From an optimization exercise on the open Yosys and OpenROAD flow, aimed at a short achievable clock period and few clock cycles; shortcuts taken in it are not production practice.
In this exercise RTL edits were held to simulation tests only and were not proved equivalent to the original.
Power and IR drop assume default switching activity.

===== config.mk =====
export PLATFORM = sky130hd
export DESIGN_NAME = theProcessor
export DESIGN_NICKNAME = theProcessor
export VERILOG_FILES = /design/flow/design.v
export SDC_FILE = /design/flow/constraint.sdc
export NUM_CORES = 4
export LEC_CHECK = 0
export CAP_MARGIN = 20
export CORE_MARGIN = 2
export CORE_UTILIZATION = 40
export SETUP_SLACK_MARGIN = 0.3
export SLEW_MARGIN = 20

===== constraint.sdc =====
create_clock -name core_clock -period 9.0 [get_ports {clk}]
set_input_delay 1.8000 -clock core_clock [delete_from_list [all_inputs] [get_ports {clk}]]
set_output_delay 1.8000 -clock core_clock [all_outputs]
set_load 0.01 [all_outputs]

===== design.v =====
`timescale 1ns / 1ps
module ALU( 
    input [31:0] input1,
    input [31:0] input2,
    input [3:0] ALUCtrl,
    output [31:0] ALU_result,
	 output zero
    );
	assign ALU_result = (ALUCtrl == 4'b0000) ? input1 & input2 :
							  (ALUCtrl == 4'b0001) ? input1 | input2 :
							  (ALUCtrl == 4'b0010) ? input1 + input2 :
							  (ALUCtrl == 4'b0110) ? input1 - input2 : 
							  (ALUCtrl == 4'b0111) ? {31'b0, ($signed(input1) < $signed(input2))} : 32'b0;
	assign zero = ALU_result == 0;
endmodule
`timescale 1ns / 1ps
module ALU_control(
    input [5:0] funct,
    input [1:0] ALUOp,
    output reg [3:0] ALUCtrl
    );
	always @(*) begin
		ALUCtrl = 4'b1111;
		begin
			if(ALUOp == 2'b00) begin
				ALUCtrl = 4'b0010;  
			end
			else if(ALUOp == 2'b01) begin
				ALUCtrl = 4'b0110;
			end
			else if(ALUOp == 2'b10) begin
				case (funct)
					6'b100000: ALUCtrl = 4'b0010;
					6'b100010: ALUCtrl = 4'b0110;
					6'b100100: ALUCtrl = 4'b0000;
					6'b100101: ALUCtrl = 4'b0001;
					6'b101010: ALUCtrl = 4'b0111;
				endcase
			end
		end
	end
endmodule
`timescale 1ns / 1ps
module Control(
    input [5:0] opCode,
    output RegDst,
    output ALUSrc,
    output MemtoReg,
    output RegWrite,
    output MemRead,
    output MemWrite,
    output Branch,
    output [1:0] ALUOp
    );
	assign RegDst = (opCode == 6'b00_0000) ? 1 :
						 (opCode == 6'b10_0011) ? 0 :
						 (opCode == 6'b10_1011) ? 0 :  
						 (opCode == 6'b00_0100) ? 0 : 0;  
	assign ALUSrc = (opCode == 6'b00_0000) ? 0 :
						 (opCode == 6'b10_0011) ? 1 :
						 (opCode == 6'b10_1011) ? 1 : 
						 (opCode == 6'b00_0100) ? 0 : 0; 
	assign MemtoReg = (opCode == 6'b00_0000) ? 0 :
						 (opCode == 6'b10_0011) ? 1 :
						 (opCode == 6'b10_1011) ? 0 :  
						 (opCode == 6'b00_0100) ? 0 : 0;  
	assign RegWrite = (opCode == 6'b00_0000) ? 1 :
						 (opCode == 6'b10_0011) ? 1 :
						 (opCode == 6'b10_1011) ? 0 : 
						 (opCode == 6'b00_0100) ? 0 : 0;
	assign MemRead = (opCode == 6'b00_0000) ? 0 :
						 (opCode == 6'b10_0011) ? 1 :
						 (opCode == 6'b10_1011) ? 0 :
						 (opCode == 6'b00_0100) ? 0 : 0; 
	assign MemWrite = (opCode == 6'b00_0000) ? 0 :
						 (opCode == 6'b10_0011) ? 0 :
						 (opCode == 6'b10_1011) ? 1 : 
						 (opCode == 6'b00_0100) ? 0 : 0; 
	assign Branch = (opCode == 6'b00_0000) ? 0 :
						 (opCode == 6'b10_0011) ? 0 :
						 (opCode == 6'b10_1011) ? 0 : 
						 (opCode == 6'b00_0100) ? 1 : 0; 
	assign ALUOp = (opCode == 6'b00_0000) ? 2'b10 :
						 (opCode == 6'b10_0011) ? 2'b00 :
						 (opCode == 6'b10_1011) ? 2'b00 : 
						 (opCode == 6'b00_0100) ? 2'b01 : 2'b00; 
endmodule
`timescale 1ns / 1ps
module Mux32(
    input [31:0] input_l,
    input [31:0] input_h,
    input sel,
    output [31:0] mux_output
    );
	assign mux_output = (sel == 1'b1) ? input_h : input_l;
endmodule
`timescale 1ns / 1ps
module Mux5(
    input [4:0] input_l,
    input [4:0] input_h,
    input sel,
    output [4:0] mux_output
    );
	assign mux_output = (sel == 1'b1) ? input_h : input_l;
endmodule
`timescale 1ns / 1ps
module PC(
    input clk,
    input rst,
    input [31:0] pc_next,
    output reg [31:0] pc_now
    );
always @(posedge clk or posedge rst) begin
	if(rst == 1'b1) begin
		pc_now <= 32'b0;
	end
	else begin
		pc_now <= pc_next;
	end
end
endmodule
`timescale 1ns / 1ps
module Registers(
	 input clk,
    input [4:0] read_reg1,
    input [4:0] read_reg2,
    input [4:0] write_reg,
    input [31:0] write_data,
    input RegWrite,
    output [31:0] read_data1,
    output [31:0] read_data2
    );
	 reg [31:0] reg_mem[1:31];  
	 assign read_data1 = (read_reg1 == 5'b00000) ? 32'd0 : reg_mem[read_reg1];
	 assign read_data2 = (read_reg2 == 5'b00000) ? 32'd0 : reg_mem[read_reg2];
	 always @(posedge clk) begin
		if(RegWrite == 1'b1 && write_reg != 5'b00000) begin
			reg_mem[write_reg] <= write_data;
		end
	 end
endmodule
`timescale 1ns / 1ps
module Shift_left_2(
    input [31:0] sl_input,
    output [31:0] sl_output
    );
	assign sl_output = {sl_input[29:0] , 2'b0};
endmodule
`timescale 1ns / 1ps
module Sign_extend(
    input [15:0] inst,
    output [31:0] extended_inst
    );
	assign extended_inst = {{16{inst[15]}}, inst};
endmodule
`timescale 1ns / 1ps
module add4_32(
    input [31:0] add_input,
    output [31:0] add_output
    );
	assign add_output = add_input + 32'd4;
endmodule
`timescale 1ns / 1ps
module theProcessor(clk,
                    rst,
                    imem_addr,
                    imem_rdata,
                    dmem_addr,
                    dmem_wdata,
                    dmem_we,
                    dmem_rdata);
    input clk;
    input rst;
   output [31:0] imem_addr;
    input [31:0] imem_rdata;
   output [31:0] dmem_addr;
   output [31:0] dmem_wdata;
   output dmem_we;
    input [31:0] dmem_rdata;
   reg  [31:0] pc;
   reg         id_valid;
   reg  [31:0] id_ir;
   reg  [31:0] id_pc4;
   reg         ex_we;         
   reg         ex_lw;
   reg         ex_sw;
   reg         ex_br;         
   reg  [4:0]  ex_dst;
   reg  [31:0] ex_a;
   reg  [31:0] ex_b;
   reg  [31:0] ex_imm;
   reg  [31:0] ex_target;
   reg  [1:0]  ex_op;         
   reg         ex_or;
   reg         ex_useimm;
   reg         ex_fa_mem, ex_fa_wb;
   reg         ex_fb_mem, ex_fb_wb;
   reg         ex_fs_mem, ex_fs_ld, ex_fs_wb;
   reg         mem_we;
   reg         mem_lw;
   reg         mem_sw;
   reg  [4:0]  mem_dst;
   reg  [31:0] mem_res;
   reg  [31:0] mem_wdata;
   reg         wb_we;
   reg  [4:0]  wb_dst;
   reg  [31:0] wb_val;
   reg  [31:0] rf [1:31];
   wire [5:0]  op  = id_ir[31:26];
   wire [4:0]  rs  = id_ir[25:21];
   wire [4:0]  rt  = id_ir[20:16];
   wire [4:0]  rd  = id_ir[15:11];
   wire [5:0]  fn  = id_ir[5:0];
   wire [31:0] sext = {{16{id_ir[15]}}, id_ir[15:0]};
   wire is_r   = ~op[5] & ~op[2];
   wire is_beq = ~op[5] &  op[2];
   wire is_lw  =  op[5] & ~op[3];
   wire is_sw  =  op[5] &  op[3];
   wire imm_nz   = |id_ir[15:0];
   wire br_same  = (rs == rt);
   wire br_uncond = is_beq & br_same;
   wire br_cond   = is_beq & ~br_same;
   wire [4:0] dst = is_r ? rd : rt;
   wire       we  = (is_r | is_lw) & (dst != 5'd0);
   wire use_rs = ~br_uncond;
   wire use_rt = is_r | br_cond;
   wire load_use = id_valid & ex_lw &
                   ((use_rs & (ex_dst == rs)) | (use_rt & (ex_dst == rt)));
   wire [31:0] id_target = id_pc4 + {sext[29:0], 2'b00};
   wire id_redirect = id_valid & br_uncond & imm_nz;
   wire [31:0] rf_rs = (rs == 5'd0) ? 32'd0 : rf[rs];
   wire [31:0] rf_rt = (rt == 5'd0) ? 32'd0 : rf[rt];
   wire [31:0] rs_val = (wb_we & (wb_dst == rs)) ? wb_val : rf_rs;
   wire [31:0] rt_val = (wb_we & (wb_dst == rt)) ? wb_val : rf_rt;
   wire fa_mem = ex_we & (ex_dst == rs);
   wire fa_wb  = mem_we & (mem_dst == rs) & ~fa_mem;
   wire fr_mem = ex_we & (ex_dst == rt);
   wire fr_wb  = mem_we & (mem_dst == rt) & ~fr_mem;
   wire [31:0] a = ex_fa_mem ? mem_res : ex_fa_wb ? wb_val : ex_a;
   wire [31:0] b = ex_fb_mem ? mem_res : ex_fb_wb ? wb_val :
                   ex_useimm ? ex_imm : ex_b;
   wire [31:0] sdata = ex_fs_ld ? dmem_rdata : ex_fs_mem ? mem_res :
                       ex_fs_wb ? wb_val : ex_b;
   wire        sub  = (ex_op == 2'd1) | (ex_op == 2'd3);
   wire [31:0] sum  = a + (sub ? ~b : b) + {31'd0, sub};
   wire        lt   = (a[31] ^ b[31]) ? a[31] : sum[31];
   wire [31:0] lg   = ex_or ? (a | b) : (a & b);
   wire [31:0] res  = (ex_op == 2'd2) ? lg :
                      (ex_op == 2'd3) ? {31'd0, lt} : sum;
   wire ex_eq = (a == b);
   wire ex_mispredict = ex_br & ex_eq;
   wire stall = load_use & ~ex_mispredict;
   wire [31:0] pc4 = pc + 32'd4;
   assign imem_addr  = pc;
   assign dmem_addr  = mem_res;
   assign dmem_wdata = mem_wdata;
   assign dmem_we    = mem_sw;
   wire id_kill = ex_mispredict | load_use;    
   always @(posedge clk or posedge rst) begin
      if (rst) begin
         pc       <= 32'd0;
         id_valid <= 1'b0;
         ex_we    <= 1'b0;
         ex_lw    <= 1'b0;
         ex_sw    <= 1'b0;
         ex_br    <= 1'b0;
         mem_we   <= 1'b0;
         mem_lw   <= 1'b0;
         mem_sw   <= 1'b0;
         wb_we    <= 1'b0;
      end else begin
         if (ex_mispredict) begin
            pc       <= ex_target;
            id_valid <= 1'b0;
         end else if (load_use) begin
         end else if (id_redirect) begin
            pc       <= id_target;
            id_valid <= 1'b0;
         end else begin
            pc       <= pc4;
            id_valid <= 1'b1;
         end
         ex_we <= id_valid & ~id_kill & we;
         ex_lw <= id_valid & ~id_kill & is_lw;
         ex_sw <= id_valid & ~id_kill & is_sw;
         ex_br <= id_valid & ~id_kill & br_cond & imm_nz;
         mem_we <= ex_we;
         mem_lw <= ex_lw;
         mem_sw <= ex_sw;
         wb_we  <= mem_we;
      end
   end
   always @(posedge clk) begin
      if (~ex_mispredict & ~load_use) begin
         id_ir  <= imem_rdata;
         id_pc4 <= pc4;
      end
      ex_dst    <= dst;
      ex_a      <= rs_val;
      ex_b      <= rt_val;
      ex_imm    <= sext;
      ex_target <= id_target;
      ex_op     <= is_r ? (fn[3] ? 2'd3 : fn[2] ? 2'd2 : fn[1] ? 2'd1 : 2'd0) :
                   is_beq ? 2'd1 : 2'd0;
      ex_or     <= fn[0];
      ex_useimm <= is_lw | is_sw;
      ex_fa_mem <= fa_mem;
      ex_fa_wb  <= fa_wb;
      ex_fb_mem <= fr_mem & ~(is_lw | is_sw);
      ex_fb_wb  <= fr_wb & ~(is_lw | is_sw);
      ex_fs_ld  <= ex_lw & ex_we & (ex_dst == rt);
      ex_fs_mem <= fr_mem;
      ex_fs_wb  <= fr_wb;
      mem_dst   <= ex_dst;
      mem_res   <= res;
      mem_wdata <= sdata;
      wb_dst    <= mem_dst;
      wb_val    <= mem_lw ? dmem_rdata : mem_res;
      if (wb_we) rf[wb_dst] <= wb_val;
   end
endmodule

===== run.sh =====
#!/bin/bash
# synth_recipe.tcl (not shown) runs the flow's synth.tcl, then flattens the netlist and writes it again
# the make line also repeats each setting of config.mk as NAME=value (left out here)
make -C /OpenROAD-flow-scripts/flow DESIGN_CONFIG=/design/flow/config.mk WORK_HOME=/design/flow/orfs CLKGATE_MAP_FILE= SYNTH_SCRIPT=/design/flow/synth_recipe.tcl finish

==> metrics.md, run 1 <==
| Metric | Value |
|---|---|
| CTS tree | `built` |
| Post-CTS Setup Bufs | `0` |
| Class of the most critical hold timing path | `flop to flop` |
| Clock transition at path regs | `0.06 ns` |
| Vias in the first global route | `between 30k and 40k` |
| Critical path type | `flop to flop` |
| Total power | `18.3 mW` |
| Slew @ Worst Pin | `0.988 ns` |
| Peak Freq | `181 MHz` |
| Synthesized area per cell | `between 15 and 20 um^2` |
| Antenna-violating nets left | `0` |
| Worst VDD drop | `0.246 mV` |
| Synthesis-to-layout area growth | `13.6%` |
| # rows | `147` |
| Setup tns final | `0 ns` |
| Fin crit period | `5.51 ns` |
| Multi-input logic area | `25400 um^2` |
| Number of buffers added on ports | `159` |
| FILL cells | `13.9k` |
| FF+latch count, synth | `1337` |
| Design Area, Final | `73000 um^2` |
| CP endpoint | `ex_lw$_DFF_PP0_` |
| Maximum number of pins on one net before global-route repair | `133` |
| Top Ports | `approximately 160` |
| Reg2reg end | `ex_lw$_DFF_PP0_` |
| Initial antenna violation count | `2` |
| Worst Reg-to-Reg Cells | `16` |
| Gp weighted congestion | `0.879` |
| Worst setup path startpoint | `ex_useimm$_DFF_P_` |
| Per-cell routed wire length | `28.8 um` |
| CTS Root Cell | `clkbuf_16` |
| Most used DFF post-synth | `edfxtp_1` |
| Hold Fails Final Rpt | `0` |
| Slowest-stage cell, CP | `nand2_1` |
| Total number of vias | `39.1k` |
| Detailed placement HPWL | `between 100 and 150 mm` |
| Max FO, Critical Path | `36` |
| Most common cell after layout, fill and taps aside | `edfxtp_1` |
| CTS max path bufs | `3` |
| Post-Syn Instances | `4187` |
| Min Hold Slack | `0.378 ns` |
| DP Area | `68500 um^2` |
| DRC viols | `0` |
| Post_cts resized | `0` |
| Status | `complete, no violations` |
| Final WL | `187 mm` |
| Grt total ovfl | `0` |
| CP Capture Type | `flop` |
| Post-synth ARST share | `3.07%` |
| Most frequent cells in the layout | `1053 x edfxtp_1, 559 x mux4_2, 252 x a21oi_1, 247 x mux2i_1, 243 x nand2_1` |
| Clock Latency Late Sink | `0.78 ns` |
| Buf/Inv on CP | `4` |
| Clk sinks | `1337` |
| Synth unique cells | `73` |
| CTS buffer count | `143` |
| P_leak | `between 20 and 25 nW` |
| CP max stage delay | `~0.72 ns` |
| Setup violators final | `0` |
| Rel. slew slack | `roughly a third` |
| Max_cap viols | `0` |
| Initial cell density of the core | `40.2%` |
| Tcrit/Tclk final | `61.3%` |
| # diodes | `0` |
| Yosys warnings | `1` |
| Max-slew violations | `0` |
| Initial DRC count | `about 4.3k` |
| Placeable Area | `160000 um^2` |
| 1st-pass router iterations | `6` |
| Layout cells sized above 1 | `22.3%` |
| Post-Synthesis Cell Area | `64300 um^2` |
| Clock Skew | `0.0281 ns` |
| Layout Nets | `4494` |
| Delay-heaviest family, CP | `simple AND/OR/NAND/NOR gates` |
| DR vias/cell | `6.02` |
| Req. time, crit path | `around 9.7 ns` |
| RR Startpoint | `ex_useimm$_DFF_P_` |
| CP Cell Sequence | `buf_4 > nand2_1 > a21oi_1 > a21oi_1 > nor2_1 > a21oi_1 > ha_1 > nor4_1 > nand4_1 > or4_1 > buf_4 > nand2_1 > inv_2 > buf_4 > nand2_1 > nor3b_1` |
| H-tree levels | `4` |
| Critical path depth | `16` |
| Die W | `405 um` |
| Number of synthesized flops with an enable pin | `1053` |
| Die height | `between 400 and 500 um` |
| Critical Path Source Type | `flop` |
| FF-to-FF setup slack | `3.49 ns` |
| WP data arrival | `6.17 ns` |
| Cts hold-fix bufs | `0` |
| Flip-flop and latch area | `~38000 um^2` |
| Die area | `164000 um^2` |
| Pwr/cell area | `250 nW/um^2` |
| First-pass GRT wire length | `271 mm` |
| Tot GR Track Use | `22.7%` |
| Sequential share of the synthesized area | `about three fifths` |
| RSZ-0062 raised after global routing | `false` |
| Mapped Nets | `about 4.4k` |
-- Yosys cell counts, types with 24 or more instances --
| cell type | instances | area share, % |
|---|---|---|
| a211oi_1 | 57 | 0.67 |
| a21o_1 | 24 | 0.28 |
| a21oi_1 | 252 | 2.0 |
| buf_1 | 86 | 0.50 |
| clkbuf_1 | 183 | 1.1 |
| dfrtp_1 | 41 | 1.6 |
| dfxtp_1 | 243 | 7.6 |
| edfxtp_1 | 1053 | 49 |
| ha_1 | 124 | 2.4 |
| inv_1 | 126 | 0.74 |
| mux2_2 | 38 | 0.67 |
| mux2i_1 | 247 | 3.8 |
| mux4_2 | 559 | 20 |
| nand2_1 | 243 | 1.4 |
| nand2b_1 | 29 | 0.28 |
| nand3_1 | 32 | 0.25 |
| nor2_1 | 244 | 1.4 |
| o21a_1 | 42 | 0.49 |
| o21ai_0 | 152 | 1.2 |
| o22ai_1 | 30 | 0.29 |
| xnor2_1 | 105 | 1.4 |
| xor2_1 | 41 | 0.56 |
-- final cells by class --
cell class	count	share of cell area, %
clock buffer	186	5.38
clock inverter	70	0.742
inverter	127	0.655
multi-input combinational	2428	34.8
sequential	1337	51.4
tap	2086	3.57
timing repair buffer	265	3.39
-- worst min-delay path by stage --
stage | start | to | cells after the start
finish | id_pc4[0]$_DFFE_PN_ | ex_target[0]$_DFF_P_ | 0
global route | ex_sw$_DFF_PP0_ | mem_sw$_DFF_PP0_ | 0
CTS | id_pc4[0]$_DFFE_PN_ | ex_target[0]$_DFF_P_ | 0
detailed placement | ex_sw$_DFF_PP0_ | mem_sw$_DFF_PP0_ | 0
global placement | ex_sw$_DFF_PP0_ | mem_sw$_DFF_PP0_ | 0
floorplan | ex_sw$_DFF_PP0_ | mem_sw$_DFF_PP0_ | 0
-- where the power goes --
part,total [mW],switching [mW],internal [mW]
Sequential,8.41,0.598,7.82
Clock,5.73,2.46,3.27
Combinational,4.13,2.40,1.73
Total,18.3,5.45,12.8
-- per-layer routing --
layer / GRT usage, % / part of all wire, %
met5: 0 / 0
met1: 32.2 / 42
met3: 3.15 / 7.1
met2: 36.0 / 47
met4: 7.99 / 3.2
-- flip-flops by register name, summed over array words and instances (netlist names), 2 cells and up, named ones only --
register	cells
rf	992
ex_a	32
mem_res	32
mem_dst	5
wb_dst	5
ex_imm	16
id_ir	29
pc	32
ex_b	32
id_pc4	32
mem_wdata	32
ex_op	2
ex_target	32
ex_dst	5
wb_val	32
-- stage by stage --
step / setup slack (ns) / utilization, % / std cells
2_1_floorplan: 4.14 / - / 4187
3_3_place_gp: 3.65 / 42.8 / 6243
3_5_place_dp: 3.63 / 42.8 / 6243
4_1_cts: 3.62 / 45.6 / 6499
5_1_grt: 3.17 / 45.6 / 6499
6_report: 3.49 / 45.6 / 6499
-- kinds of logic after synthesis --
logic type	synth area share [%]
compound gates	5.91
buf+inv	2.53
xor+xnor	1.99
flops	58.3
simple gates	4.65
mux	24.1
fa+ha+maj	2.48
Testbench counts, summed over its fixed seeds: cycles 15,763.
==> run 2: changes to the inputs <==
--- a/design.v
+++ b/design.v
@@ -187,2 +187,3 @@
    reg         ex_br;         
+   reg         ex_k1;         
    reg  [4:0]  ex_dst;
@@ -226,6 +227,6 @@
    wire use_rt = is_r | br_cond;
-   wire load_use = id_valid & ex_lw &
+   wire id_live  = id_valid & ~ex_taken;
+   wire load_use = id_live & ex_lw &
                    ((use_rs & (ex_dst == rs)) | (use_rt & (ex_dst == rt)));
    wire [31:0] id_target = id_pc4 + {sext[29:0], 2'b00};
-   wire id_redirect = id_valid & br_uncond & imm_nz;
    wire [31:0] rf_rs = (rs == 5'd0) ? 32'd0 : rf[rs];
@@ -250,4 +251,15 @@
    wire ex_eq = (a == b);
-   wire ex_mispredict = ex_br & ex_eq;
-   wire stall = load_use & ~ex_mispredict;
+   wire ex_taken = ex_br & ex_eq;
+   wire ex_mispredict = ex_taken & ~(ex_k1 & id_valid);
+   wire [5:0]  f_op  = imem_rdata[31:26];
+   wire        f_uncond = ~f_op[5] & f_op[2] &
+                          (imem_rdata[25:21] == imem_rdata[20:16]) &
+                          (|imem_rdata[15:0]);
+   wire [16:0] f_lo  = {1'b0, pc4[17:2]} + {1'b0, imem_rdata[15:0]};
+   wire [13:0] pc_up = pc4[31:18];
+   wire [13:0] up_inc = pc_up + 14'd1;
+   wire [13:0] up_dec = pc_up - 14'd1;
+   wire [13:0] f_up  = (f_lo[16] == imem_rdata[15]) ? pc_up :
+                       f_lo[16] ? up_inc : up_dec;
+   wire [31:0] f_target = {f_up, f_lo[15:0], 2'b00};
    wire [31:0] pc4 = pc + 32'd4;
@@ -257,3 +269,3 @@
    assign dmem_we    = mem_sw;
-   wire id_kill = ex_mispredict | load_use;    
+   wire id_kill = ex_taken | load_use;    
    always @(posedge clk or posedge rst) begin
@@ -275,4 +287,4 @@
          end else if (load_use) begin
-         end else if (id_redirect) begin
-            pc       <= id_target;
+         end else if (f_uncond) begin
+            pc       <= f_target;
             id_valid <= 1'b0;
@@ -286,2 +298,3 @@
          ex_br <= id_valid & ~id_kill & br_cond & imm_nz;
+         ex_k1 <= id_ir[15:0] == 16'd1;
          mem_we <= ex_we;
--- a/config.mk
+++ b/config.mk
@@ -7,2 +7,3 @@
 export LEC_CHECK = 0
+export ABC_CLOCK_PERIOD_IN_PS = 1000
 export CAP_MARGIN = 20
@@ -10,3 +11,4 @@
 export CORE_UTILIZATION = 40
-export SETUP_SLACK_MARGIN = 0.3
+export SETUP_SLACK_MARGIN = 5
 export SLEW_MARGIN = 20
+export TNS_END_PERCENT = 100
==> metrics.md, run 2 <==
| Metric | Value |
|---|---|
| Status | `complete, no violations` |
| Yosys warnings | `1` |
| Worst Hold End | `ex_target[1]$_DFF_P_` |
| Maximum number of pins on one net before global-route repair | `approximately 130` |
| Compound-Gate Fraction of Synth Area | `6.49%` |
| Max-slew violations | `0` |
| Dominant cells by area after synthesis | `edfxtp_1 48%, mux4_2 19%, dfxtp_1 7.4%, mux2i_1 3.7%, ha_1 2.8%` |
| Setup Slack @ Placement | `2.19 ns` |
| Synthesized area per cell | `15.1 um^2` |
| Cts hold-fix bufs | `0` |
| Grt total ovfl | `0` |
| CP dominant cell by count | `ha_4` |
| Synth area leader | `edfxtp_1` |
| RSZ-0062 raised after global routing | `true` |
| WHS Path Cells | `0` |
| CTS max path bufs | `3` |
| Design Area, Final | `roughly 77000 um^2` |
| Sequential share of the synthesized area | `57.3%` |
| 1st-pass router iterations | `6` |
| RR Startpoint | `pc[9]$_DFFE_PP0P_` |
| Initial DRC count | `4575` |
| Post-synthesis adder-cell area fraction | `2.92%` |
| Class of the most critical hold timing path | `flop to flop` |
| Post-Syn Instances | `4353` |
| Initial cell density of the core | `40.3%` |
| Simple-Gate Fraction of Synth Area | `4.99%` |
| DR vias/cell | `5.98` |
| P_leak | `26.2 nW` |
| Pwr/cell area | `258 nW/um^2` |
| Initial antenna violation count | `5` |
| Layout cells sized above 1 | `27.4%` |
| Max_cap viols | `0` |
| H-tree levels | `4` |
| Worst Reg-to-Reg Cells | `21` |
| Fin crit period | `approximately 5 ns` |
| WP data arrival | `5.58 ns` |
| Tcrit/Tclk final | `around 55%` |
| Tot GR Track Use | `22.9%` |
| DRC viols | `0` |
| Setup tns final | `0 ns` |
| Most common cell after layout, fill and taps aside | `edfxtp_1` |
| CP Cell Sequence | `buf_8 > ha_4 > inv_2 > fa_2 > nand2b_4 > a211o_1 > a311oi_2 > or2_4 > inv_8 > ha_4 > and3_4 > o41ai_4 > o211ai_2 > o21bai_1 > a2111o_1 > a31oi_4 > buf_6 > a21oi_2 > or3_1 > nand3_2 > xor2_1 > o21ai_1` |
| Clock Latency Late Sink | `between 0.7 and 0.8 ns` |
| Per-cell routed wire length | `28.3 um` |
| Max FFs per register | `992` |
| Worst VDD drop | `0.197 mV` |
| Clk sinks | `1338` |
| Max FO, Critical Path | `4` |
| Reg2reg end | `pc[29]$_DFFE_PP0P_` |
| Synth unique cells | `82` |
| Critical path type | `primary input to flop` |
| CTS Root Cell | `clkbuf_16` |
| # diodes | `0` |
| Xor and xnor area share after synthesis | `2.33%` |
| Hold wc startpoint | `id_pc4[1]$_DFFE_PP_` |
| Req. time, crit path | `9.63 ns` |
| Layout Nets | `4812` |
| FF-to-FF setup slack | `roughly 4.1 ns` |
| Most frequent cells in the layout | `1054 x edfxtp_1, 559 x mux4_2, 242 x nand2_1, 240 x mux2i_1` |
| Post-Synthesis Cell Area | `65600 um^2` |
| Slew @ Worst Pin | `~1.0 ns` |
| Peak Freq | `202 MHz` |
| Top Ports | `between 150 and 200` |
| Largest family of logic cells by synthesized area | `multiplexers` |
| Die W | `409 um` |
| # rows | `148` |
| Most flops, register | `rf` |
| Post-route setup slack | `4.05 ns` |
| CTS tree | `built` |
| Number of buffers added on ports | `approximately 160` |
| Most frequent cell after synthesis | `edfxtp_1` |
| Antenna-violating nets left | `0` |
| Clock Skew | `slightly above 0.03 ns` |
| Clock transition at path regs | `0.06 ns` |
| Detailed placement HPWL | `between 100 and 150 mm` |
| Die area | `167000 um^2` |
| Hold Fails Final Rpt | `0` |
| Most frequent cells after synthesis | `1054 x edfxtp_1, 559 x mux4_2, 259 x a21oi_1` |
| Synthesis-to-layout area growth | `17.2%` |
| FF+latch count, synth | `1338` |
| Total number of vias | `41.1k` |
| Most used DFF post-synth | `edfxtp_1` |
| CP max stage delay | `between 0.4 and 0.5 ns` |
| Gp weighted congestion | `slightly below 0.9` |
| First-pass GRT wire length | `between 200 and 300 mm` |
| Final WL | `195 mm` |
| Number of synthesized flops with an enable pin | `1054` |
| CP Capture Type | `flop` |
| Critical Path Source Type | `primary input` |
| CTS buffer count | `140` |
| Share of the synthesized area in the top cell type | `between 40 and 50%` |
| Slowest-stage cell, CP | `a2111o_1` |
| Multiplexer share of the synthesized area | `approximately a quarter` |
| Die height | `409 um` |
| Rel. slew slack | `a little under a third` |
| DP Area | `approximately 70000 um^2` |
| Post-synth ARST share | `3.06%` |
| Setup violators final | `0` |
| Vias in the first global route | `roughly 41k` |
| Mapped Nets | `4569` |
| Placeable Area | `163000 um^2` |
==> run 2: routing by layer <==
layer  global-route usage (%)  up-vias  wire length (um)
met3                     3.21      273             13700
met5                        0        -                22
met4                     7.66        4              6470
li1                         -    17678                 -
met1                     32.1    21472             81400
met2                     36.7     1720             93200
==> run 2: through the flow <==
stage | power (mW) | instances | hold slack (ns) | utilization (%)
floorplan | 11.6 | 4353 | 0.323 | -
global placement | 13.4 | 6496 | 0.333 | 43.0
detailed placement | 13.4 | 6496 | 0.331 | 43.0
CTS | 19.5 | 6818 | 0.345 | 46.6
global route | 20.6 | 6878 | 0.360 | 47.2
finish | 19.8 | 6878 | 0.344 | 47.2
==> run 2: power breakdown <==
| part | internal, mW | switching [mW] | total, mW | leakage [nW] |
|---|---|---|---|---|
| registers | 7.83 | 0.609 | 8.44 | 12.1 |
| logic | 2.60 | 3.24 | 5.85 | 12.0 |
| clock network | 3.08 | 2.44 | 5.52 | 2.08 |
==> run 2: timing repair <==
action                                  in CTS  in global routing
gates cloned                                 5                  3
endpoints found under the setup margin     140                 97
resized for setup                          229                108
pin swaps                                   64                 74
buffers inserted                            68                 57
==> run 2: worst max-delay path, delay by kind of cell <==
kind / cells / cell delay (ns)
AO/OA/AOI/OAI: 9 / 1.65
adder cells (fa/ha/maj): 3 / 0.70
XOR/XNOR: 1 / 0.16
AND/OR/NAND/NOR: 5 / 0.96
buffers and inverters: 4 / 0.29
==> run 2: cell families after synthesis <==
family / Yosys count
AOI/OAI and AO/OA: 704
xor gates and xnor gates: 173
adders and majority gates: 151
buffers and inverters: 427
DFF: 1338
muxes: 838
and+or+nand+nor: 722
==> run 2: worst max path at each step <==
stage                                 start  slack [ns]  cells after the start                  to
after floorplan               imem_rdata[0]        3.42                     22  pc[31]$_DFFE_PP0P_
after global placement        imem_rdata[0]        2.20                     21  pc[31]$_DFFE_PP0P_
after detailed placement      imem_rdata[0]        2.19                     21  pc[31]$_DFFE_PP0P_
after CTS                 pc[2]$_DFFE_PP0P_        4.02                     23  pc[31]$_DFFE_PP0P_
after global routing          imem_rdata[0]        3.92                     22  pc[29]$_DFFE_PP0P_
final                         imem_rdata[0]        4.05                     22  pc[29]$_DFFE_PP0P_
==> run 2: final cells by class <==
| class | instances | area [um^2] |
|---|---|---|
| inverters | 135 | 541 |
| well taps | 2175 | 2720 |
| fillers | 13874 | 85900 |
| multi-input cells | 2588 | 27900 |
| repair buffers | 392 | 3840 |
| flip-flops and latches | 1338 | 37600 |
| repair inverters | 1 | 8.76 |
| clock buffers | 177 | 3770 |
| clock inverters | 72 | 502 |
Testbench counts of run 2, summed over its fixed seeds: cycles 14,362.
==> run 3: changes to the inputs <==
==> flow/run.sh (new file) <==
#!/bin/bash
set -euo pipefail
bash standard.sh SETUP_SLACK_MARGIN=6 finish > standard_flow.log 2>&1
==> standard.sh (new file) <==
#!/bin/bash
# synth_recipe.tcl (not shown) runs the flow's synth.tcl, then flattens the netlist and writes it again
# the make line also repeats each setting of config.mk as NAME=value (left out here)
make -C /OpenROAD-flow-scripts/flow DESIGN_CONFIG=/design/flow/config.mk WORK_HOME=/design/flow/orfs CLKGATE_MAP_FILE= SYNTH_SCRIPT=/design/flow/synth_recipe.tcl "${@:-finish}"
removed: run.sh
==> metrics.md, run 3 <==
| Metric | Value |
|---|---|
| Status | `complete, no violations` |
| Critical path depth | `22` |
| Setup tns final | `0 ns` |
| Most frequent cell after synthesis | `edfxtp_1` |
| Clock Latency Late Sink | `0.80 ns` |
| Reg2reg end | `pc[31]$_DFFE_PP0P_` |
| Layout Nets | `4990` |
| CTS tree | `built` |
| Share of the synthesized area in the top cell type | `48.3%` |
| Die area | `between 150000 and 200000 um^2` |
| Top Ports | `163` |
| Class of the most critical hold timing path | `flop to flop` |
| Peak Freq | `198 MHz` |
| CTS Root Cell | `clkbuf_16` |
| Slowest-stage cell, CP | `a2111o_1` |
| Routed wl met3 | `between 15 and 20 mm` |
| Die height | `409 um` |
| H-tree levels | `4` |
| Setup violators final | `0` |
| Hold Fails Final Rpt | `0` |
| Most flops, register | `rf` |
| Largest family of logic cells by synthesized area | `multiplexers` |
| # rows | `148` |
| Pwr/cell area | `258 nW/um^2` |
| Post-synth ARST share | `approximately 3.1%` |
| FF+latch count, synth | `about 1.3k` |
| First-pass GRT wire length | `294 mm` |
| Max FFs per register | `992` |
| Multiplexer share of the synthesized area | `23.5%` |
| Worst VDD drop | `0.245 mV` |
| Clock Skew | `between 0.02 and 0.03 ns` |
| Max-slew violations | `0` |
| Cts hold-fix bufs | `0` |
| Vias in the first global route | `between 40k and 50k` |
| Max FO, Critical Path | `5` |
| Final WL | `206 mm` |
| Tcrit/Tclk final | `56.1%` |
| Critical Path Source Type | `primary input` |
| CP Capture Type | `flop` |
| CTS max path bufs | `3` |
| Initial DRC count | `~4.9k` |
| CP endpoint | `pc[31]$_DFFE_PP0P_` |
| Xor and xnor area share after synthesis | `under 10%` |
| Slew @ Worst Pin | `0.971 ns` |
| Post-Synthesis Cell Area | `65600 um^2` |
| Multi-input logic area | `28600 um^2` |
| RR Startpoint | `pc[6]$_DFFE_PP0P_` |
| Compound-Gate Fraction of Synth Area | `6.49%` |
| Synthesized area per cell | `~15 um^2` |
| Simple-Gate Fraction of Synth Area | `4.99%` |
| Rel. slew slack | `between 30% and 40%` |
| Gp weighted congestion | `0.890` |
| WP data arrival | `5.72 ns` |
| Post-synthesis adder-cell area fraction | `a little under 3%` |
| Layout cells sized above 1 | `35.9%` |
| CP dominant cell by count | `ha_4` |
| Internal power | `14.0 mW` |
| Synth unique cells | `82` |
| Post-Syn Instances | `roughly 4.4k` |
| Yosys warnings | `1` |
| Fin crit period | `5.05 ns` |
| Initial antenna violation count | `2` |
| Placeable Area | `163000 um^2` |
| Most used DFF post-synth | `edfxtp_1` |
| Total number of vias | `between 40k and 50k` |
| Worst Reg-to-Reg Cells | `23` |
| Most frequent cells after synthesis | `1054 x edfxtp_1, 559 x mux4_2, 259 x a21oi_1` |
| Final design utilization | `49.2%` |
| Number of synthesized flops with an enable pin | `1054` |
| RSZ-0062 raised after global routing | `true` |
| Top sig layer | `met5` |
| Sequential share of the synthesized area | `57.3%` |
| CTS buffer count | `140` |
| Tot GR Track Use | `between 20% and 30%` |
| Worst setup path startpoint | `imem_rdata[0]` |
| Synth area leader | `edfxtp_1` |
| Delay-heaviest family, CP | `compound AO/OA/AOI/OAI gates` |
| DR vias/cell | `6.03` |
| Initial cell density of the core | `40.3%` |
| Buf/Inv on CP | `4` |
| Dominant cells by area after synthesis | `edfxtp_1 48%, mux4_2 19%, dfxtp_1 7.4%, mux2i_1 3.7%, ha_1 2.8%` |
| Design Area, Final | `~80000 um^2` |
| FILL cells | `around 13k` |
| Reg power frac | `41.5%` |
| P_leak | `27.8 nW` |
| Sw Share | `around 32%` |
| DP Area | `70300 um^2` |
| Synthesis-to-layout area growth | `22.0%` |
| Flip-flop and latch area | `37800 um^2` |
| Most common cell after layout, fill and taps aside | `edfxtp_1` |
| Grt total ovfl | `0` |
| CP max stage delay | `0.42 ns` |
| Mapped Nets | `4569` |
| 1st-pass router iterations | `5` |
| Die W | `409 um` |
| Per-cell routed wire length | `29.2 um` |
| Most frequent cells in the layout | `1054 x edfxtp_1, 559 x mux4_2, 261 x buf_4, 224 x mux2i_1, 218 x nand2_1` |
| Combinational share of power | `31.0%` |
| FF-to-FF setup slack | `4.01 ns` |
| Clk network pwr share | `27.5%` |
| Detailed placement HPWL | `112 mm` |
| CP Cell Sequence | `buf_8 > ha_4 > inv_2 > fa_2 > nand2b_4 > a211o_1 > a311oi_2 > or2_4 > inv_8 > ha_4 > and3_4 > o41ai_4 > o211ai_2 > o21bai_1 > a2111o_1 > a31oi_4 > buf_6 > and2_4 > nor3_4 > o31ai_2 > xor2_1 > o21ai_1` |
| Clock transition at path regs | `about 0.060 ns` |
| Req. time, crit path | `9.67 ns` |
| Switching power | `roughly 6.7 mW` |
| Met1 wire length | `83.6 mm` |
| Met2 wire length | `between 90 and 100 mm` |
| Antenna-violating nets left | `0` |
| DRC viols | `0` |
| Number of buffers added on ports | `159` |
| Clk sinks | `1338` |
| Maximum number of pins on one net before global-route repair | `65` |
| Max_cap viols | `0` |
| Critical path type | `primary input to flop` |
[run 3: cell types whose count changed in the layout (fill, tap and decap cells not counted), sizes merged]
cell           change
bufinv             +3
clkbuf             +6
buf              +256
inv                +4
diode              +3
dlygate4sd2        +1
clkdlybuf4s50     -97
clkinv             +8
bufbuf             +1
dlymetal6s2s       +1
nand2              +3
[run 3: what timing repair did]
item                       CTS  global route
hold endpoints to repair     0             0
gates resized for setup    884           196
cloned                      27             6
buffers inserted           211            68
setup endpoints to repair  352           320
pin swaps                   96           119
[run 3: final cells by class]
type | count | area share, %
sequential | 1338 | 47.2
multi-input combinational | 2591 | 35.8
timing repair buffer | 554 | 7.10
clock buffer | 183 | 4.68
tap | 2175 | 3.40
clock inverter | 74 | 0.819
inverter | 135 | 0.680
timing repair inverter | 14 | 0.314
antenna | 3 | 0.00938
[run 3: worst reg2reg max path: stages, from the launching register on]
cell      delay, ns
dfrtp_1        0.42
nand3_2        0.16
or2_2          0.38
nor2_1         0.20
xor2_2         0.25
ha_1           0.30
o21a_1         0.13
o211ai_1       0.27
a311oi_2       0.10
or2_4          0.30
inv_8          0.08
ha_4           0.21
and3_4         0.18
o41ai_4        0.05
o211ai_2       0.16
o21bai_1       0.18
a2111o_1       0.42
a31oi_4        0.23
buf_6          0.13
and2_4         0.14
nor3_4         0.04
o31ai_2        0.32
xor2_1         0.17
o21ai_1        0.08
[run 3: through the flow]
stage,instances,setup slack [ns],power (mW),hold slack (ns)
finish,7067,3.95,20.6,0.348
global route,7064,3.85,21.4,0.372
CTS,6990,3.96,20.1,0.351
detailed placement,6495,2.10,13.5,0.332
global placement,6495,2.20,13.5,0.331
floorplan,4353,3.42,11.7,0.323
[run 3: how the worst min path moves through the flow]
stage	startpoint	endpoint	slack [ns]	cells after the start
after CTS	id_pc4[0]$_DFFE_PP_	ex_target[0]$_DFF_P_	0.35	0
final	id_pc4[0]$_DFFE_PP_	ex_target[0]$_DFF_P_	0.35	0
after global placement	id_pc4[0]$_DFFE_PP_	ex_target[0]$_DFF_P_	0.33	0
after detailed placement	id_pc4[1]$_DFFE_PP_	ex_target[1]$_DFF_P_	0.33	0
after floorplan	id_pc4[0]$_DFFE_PP_	ex_target[0]$_DFF_P_	0.32	0
after global routing	id_pc4[1]$_DFFE_PP_	ex_target[1]$_DFF_P_	0.37	0
[run 3: power groups by stage]
stage	Clock, mW	Combinational, mW	Sequential, mW
after CTS	5.75	5.82	8.52
after detailed placement	0	4.87	8.65
after global routing	5.98	6.84	8.61
final	5.68	6.40	8.55
after floorplan	0	3.05	8.64
after global placement	0	4.82	8.64
[run 3: per-layer routing]
layer,up-vias,track usage [%]
met2,2012,39.0
li1,18027,-
met3,406,3.77
met1,22139,33.0
met5,-,0
met4,2,9.15
[run 3: logic make-up (layout without fill, tap and decap cells)]
logic type | after synthesis | in the layout
xor+xnor | 173 | 173
buf+inv | 427 | 960
flops | 1338 | 1338
fa+ha+maj | 151 | 151
other cells | 0 | 3
compound gates | 704 | 704
mux | 838 | 838
simple gates | 722 | 725
==> run 4: changes to the inputs <==
==> run.sh (new file) <==
#!/bin/bash
# synth_recipe.tcl (not shown) runs the flow's synth.tcl, then flattens the netlist and writes it again
# the make line also repeats each setting of config.mk as NAME=value (left out here)
make -C /OpenROAD-flow-scripts/flow DESIGN_CONFIG=/design/flow/config.mk WORK_HOME=/design/flow/orfs CLKGATE_MAP_FILE= SYNTH_SCRIPT=/design/flow/synth_recipe.tcl finish
--- a/config.mk
+++ b/config.mk
@@ -7,3 +7,3 @@
 export LEC_CHECK = 0
-export ABC_CLOCK_PERIOD_IN_PS = 1000
+export ABC_CLOCK_PERIOD_IN_PS = 2500
 export CAP_MARGIN = 20
removed: flow/run.sh
removed: standard.sh
==> metrics.md, run 4 <==
| Metric | Value |
|---|---|
| Most flops, register | `rf` |
| Internal power | `around 14 mW` |
| DR vias/cell | `about 6.0` |
| Xor and xnor area share after synthesis | `2.33%` |
| Layout Nets | `4812` |
| CTS tree | `built` |
| Post-Syn Instances | `4353` |
| Placeable Area | `163000 um^2` |
| H-tree levels | `4` |
| Tcrit/Tclk final | `55.0%` |
| Tot GR Track Use | `~23%` |
| Pwr/cell area | `about 260 nW/um^2` |
| Reg power frac | `around 43%` |
| Post-Synthesis Cell Area | `65600 um^2` |
| Delay-heaviest family, CP | `compound AO/OA/AOI/OAI gates` |
| Grt total ovfl | `0` |
| Number of buffers added on ports | `159` |
| Die height | `409 um` |
| 1st-pass router iterations | `6` |
| Most used DFF post-synth | `edfxtp_1` |
| Most frequent cells in the layout | `1054 x edfxtp_1, 559 x mux4_2, 242 x nand2_1, 240 x mux2i_1` |
| Sequential share of the synthesized area | `between 50% and 60%` |
| Combinational share of power | `between 20 and 30%` |
| Share of the synthesized area in the top cell type | `48.3%` |
| Synthesis-to-layout area growth | `17.2%` |
| CTS Root Cell | `clkbuf_16` |
| Max_cap viols | `0` |
| Max-slew violations | `0` |
| Initial antenna violation count | `5` |
| Hold Fails Final Rpt | `0` |
| CTS buffer count | `140` |
| Clock Latency Late Sink | `about 0.76 ns` |
| Req. time, crit path | `9.63 ns` |
| Compound-Gate Fraction of Synth Area | `6.49%` |
| Slowest-stage cell, CP | `a2111o_1` |
| Top Ports | `roughly 160` |
| Class of the most critical hold timing path | `flop to flop` |
| Clk network pwr share | `around 28%` |
| Setup tns final | `0 ns` |
| Most frequent cell after synthesis | `edfxtp_1` |
| CTS max path bufs | `3` |
| Dominant cells by area after synthesis | `edfxtp_1 48%, mux4_2 19%, dfxtp_1 7.4%, mux2i_1 3.7%, ha_1 2.8%` |
| Status | `complete, no violations` |
| # rows | `148` |
| CP Cell Sequence | `buf_8 > ha_4 > inv_2 > fa_2 > nand2b_4 > a211o_1 > a311oi_2 > or2_4 > inv_8 > ha_4 > and3_4 > o41ai_4 > o211ai_2 > o21bai_1 > a2111o_1 > a31oi_4 > buf_6 > a21oi_2 > or3_1 > nand3_2 > xor2_1 > o21ai_1` |
| Clock Skew | `0.0312 ns` |
| CP Capture Type | `flop` |
| Synthesized area per cell | `15.1 um^2` |
| Vias in the first global route | `40.7k` |
| Initial DRC count | `between 4k and 5k` |
| CP dominant cell by count | `ha_4` |
| Most common cell after layout, fill and taps aside | `edfxtp_1` |
| Yosys warnings | `1` |
| Cts hold-fix bufs | `0` |
| Post-synthesis adder-cell area fraction | `2.92%` |
| Initial cell density of the core | `40.3%` |
| Multiplexer share of the synthesized area | `between 20% and 30%` |
| Clock transition at path regs | `0.06 ns` |
| Peak Freq | `about 200 MHz` |
| # diodes | `0` |
| Total power | `a little under 20 mW` |
| Critical path type | `primary input to flop` |
| Largest family of logic cells by synthesized area | `multiplexers` |
| Die area | `167000 um^2` |
| Antenna-violating nets left | `0` |
| Sw Share | `a little under a third` |
| Worst VDD drop | `0.197 mV` |
| Maximum number of pins on one net before global-route repair | `between 100 and 150` |
| Die W | `just over 400 um` |
| CP max stage delay | `0.41 ns` |
| Slew @ Worst Pin | `1.02 ns` |
| Fin crit period | `4.95 ns` |
| Detailed placement HPWL | `between 100 and 150 mm` |
| Mapped Nets | `4569` |
| Layout cells sized above 1 | `a little over a quarter` |
| Switching power | `6.29 mW` |
| Setup violators final | `0` |
| Final WL | `195 mm` |
| RSZ-0062 raised after global routing | `true` |
| Simple-Gate Fraction of Synth Area | `4.99%` |
| Synth area leader | `edfxtp_1` |
| Number of synthesized flops with an enable pin | `~1.1k` |
| Post-synth ARST share | `under 10%` |
| FF+latch count, synth | `~1.3k` |
| Total number of vias | `~41k` |
| Rel. slew slack | `31.6%` |
| DRC viols | `0` |
| Max FFs per register | `992` |
| Most frequent cells after synthesis | `1054 x edfxtp_1, 559 x mux4_2, 259 x a21oi_1` |
| Critical Path Source Type | `primary input` |
| Buf/Inv on CP | `4` |
| Clk sinks | `1338` |
| Gp weighted congestion | `0.870` |
| WP data arrival | `approximately 5.6 ns` |
| First-pass GRT wire length | `280 mm` |
| P_leak | `between 20 and 30 nW` |
| Synth unique cells | `82` |
| Max FO, Critical Path | `4` |
| Per-cell routed wire length | `28.3 um` |
[run 4: cell counts after synthesis]
Identical to the previous run, type by type.
[run 4: final timing paths]
path                                           from                   end  slack, ns  cells after the start
worst min register to register  id_pc4[1]$_DFFE_PP_  ex_target[1]$_DFF_P_       0.34                      0
worst max register to register    pc[9]$_DFFE_PP0P_    pc[29]$_DFFE_PP0P_       4.14                     21
worst min-delay path            id_pc4[1]$_DFFE_PP_  ex_target[1]$_DFF_P_       0.34                      0
min in group asynchronous                       rst     pc[5]$_DFFE_PP0P_       1.53                      3
max in group asynchronous                       rst    pc[11]$_DFFE_PP0P_       6.99                      3
worst max-delay path                  imem_rdata[0]    pc[29]$_DFFE_PP0P_       4.05                     22
[run 4: area by class of cell]
type,count,area [um^2]
clock buffers,177,3770
repair buffers,392,3840
repair inverters,1,8.76
fillers,13874,85900
well taps,2175,2720
clock inverters,72,502
flip-flops and latches,1338,37600
inverters,135,541
multi-input cells,2588,27900
[run 4: cell families (layout without fill, tap and decap cells)]
group                    after synthesis  in the layout
buffers and inverters                427            777
flip-flops                          1338           1338
AND/OR/NAND/NOR                      722            722
adder cells (fa/ha/maj)              151            151
AO/OA/AOI/OAI                        704            704
multiplexers                         838            838
XOR/XNOR                             173            173
[run 4: worst reg2reg max path, delay by kind of cell (launching register included)]
kind,cells,cell delay (ns)
adders and majority gates,2,0.66
and+or+nand+nor,7,1.48
buffers and inverters,4,0.59
AOI/OAI and AO/OA,6,1.13
DFF,1,0.41
xor gates and xnor gates,2,0.43
[run 4: power groups by stage]
stage / Sequential (mW) / Combinational [mW] / Clock, mW
2_1_floorplan: 8.62 / 2.97 / 0
3_3_place_gp: 8.53 / 4.87 / 0
3_5_place_dp: 8.53 / 4.92 / 0
4_1_cts: 8.44 / 5.46 / 5.60
5_1_grt: 8.51 / 6.29 / 5.84
6_report: 8.44 / 5.85 / 5.52
[run 4: routing by layer]
layer | part of all wire (%) | GRT usage [%] | vias to the layer above
met5 | 0.011 | 0 | -
met2 | 48 | 36.7 | 1720
met4 | 3.3 | 7.66 | 4
met1 | 42 | 32.1 | 21472
li1 | - | - | 17678
met3 | 7.0 | 3.21 | 273
[run 4: repair_timing]
| item | CTS | global route |
|---|---|---|
| buffers inserted | 68 | 57 |
| cloned | 5 | 3 |
| endpoints found under the setup margin | 140 | 97 |
| pin swaps | 64 | 74 |
| hold endpoints to repair | 0 | 0 |
| gates resized for setup | 229 | 108 |
[run 4: through the flow]
stage	cell area, um^2	worst slack [ns]	hold WS [ns]	std cells	util [%]
floorplan	65700	3.42	0.323	4353	-
global placement	70000	2.20	0.333	6496	43.0
detailed placement	70000	2.19	0.331	6496	43.0
CTS	75900	4.02	0.345	6818	46.6
global route	76900	3.92	0.360	6878	47.2
finish	76900	4.05	0.344	6878	47.2

[port drivers added, routing unchanged]
The flow's constraints put no driver on any port. The routed layouts listed below were extracted and timed again, unchanged, in two steps. Step 1: set_driving_cell puts a clkbuf_16 on clk and a buf_2 on each other input, an assumption about the parent block. Step 2 also shifts input and output timing later by t, the mid clock arrival at the registers, as if the neighbouring blocks saw the same clock. Slacks: ideal ports / drivers / drivers and shift; pairs: ideal ports / drivers.
| run | t, ns | setup WS [ns] | clock arrival spread, ns | slew at the worst register clock pin (ns) | worst data-port slew with drivers (ns) |
|---|---|---|---|---|---|
| run 1 | 0.847 | 3.486 / 3.486 / 3.486 | 0.038 / 0.037 | 0.07 / 0.07 | 0.12 |
| run 2 | 0.837 | 4.048 / 4.076 / 3.239 | 0.038 / 0.037 | 0.07 / 0.07 | 0.09 |
| run 3 | 0.867 | 3.948 / 3.983 / 3.116 | 0.032 / 0.031 | 0.07 / 0.07 | 0.07 |
| run 4 | 0.837 | 4.048 / 4.076 / 3.239 | 0.038 / 0.037 | 0.07 / 0.07 | 0.09 |
After both steps setup and hold are still met in every run listed. The setup slack of run 3, which loses most, moves by +0.035 ns with the drivers and by -0.832 ns with both steps.
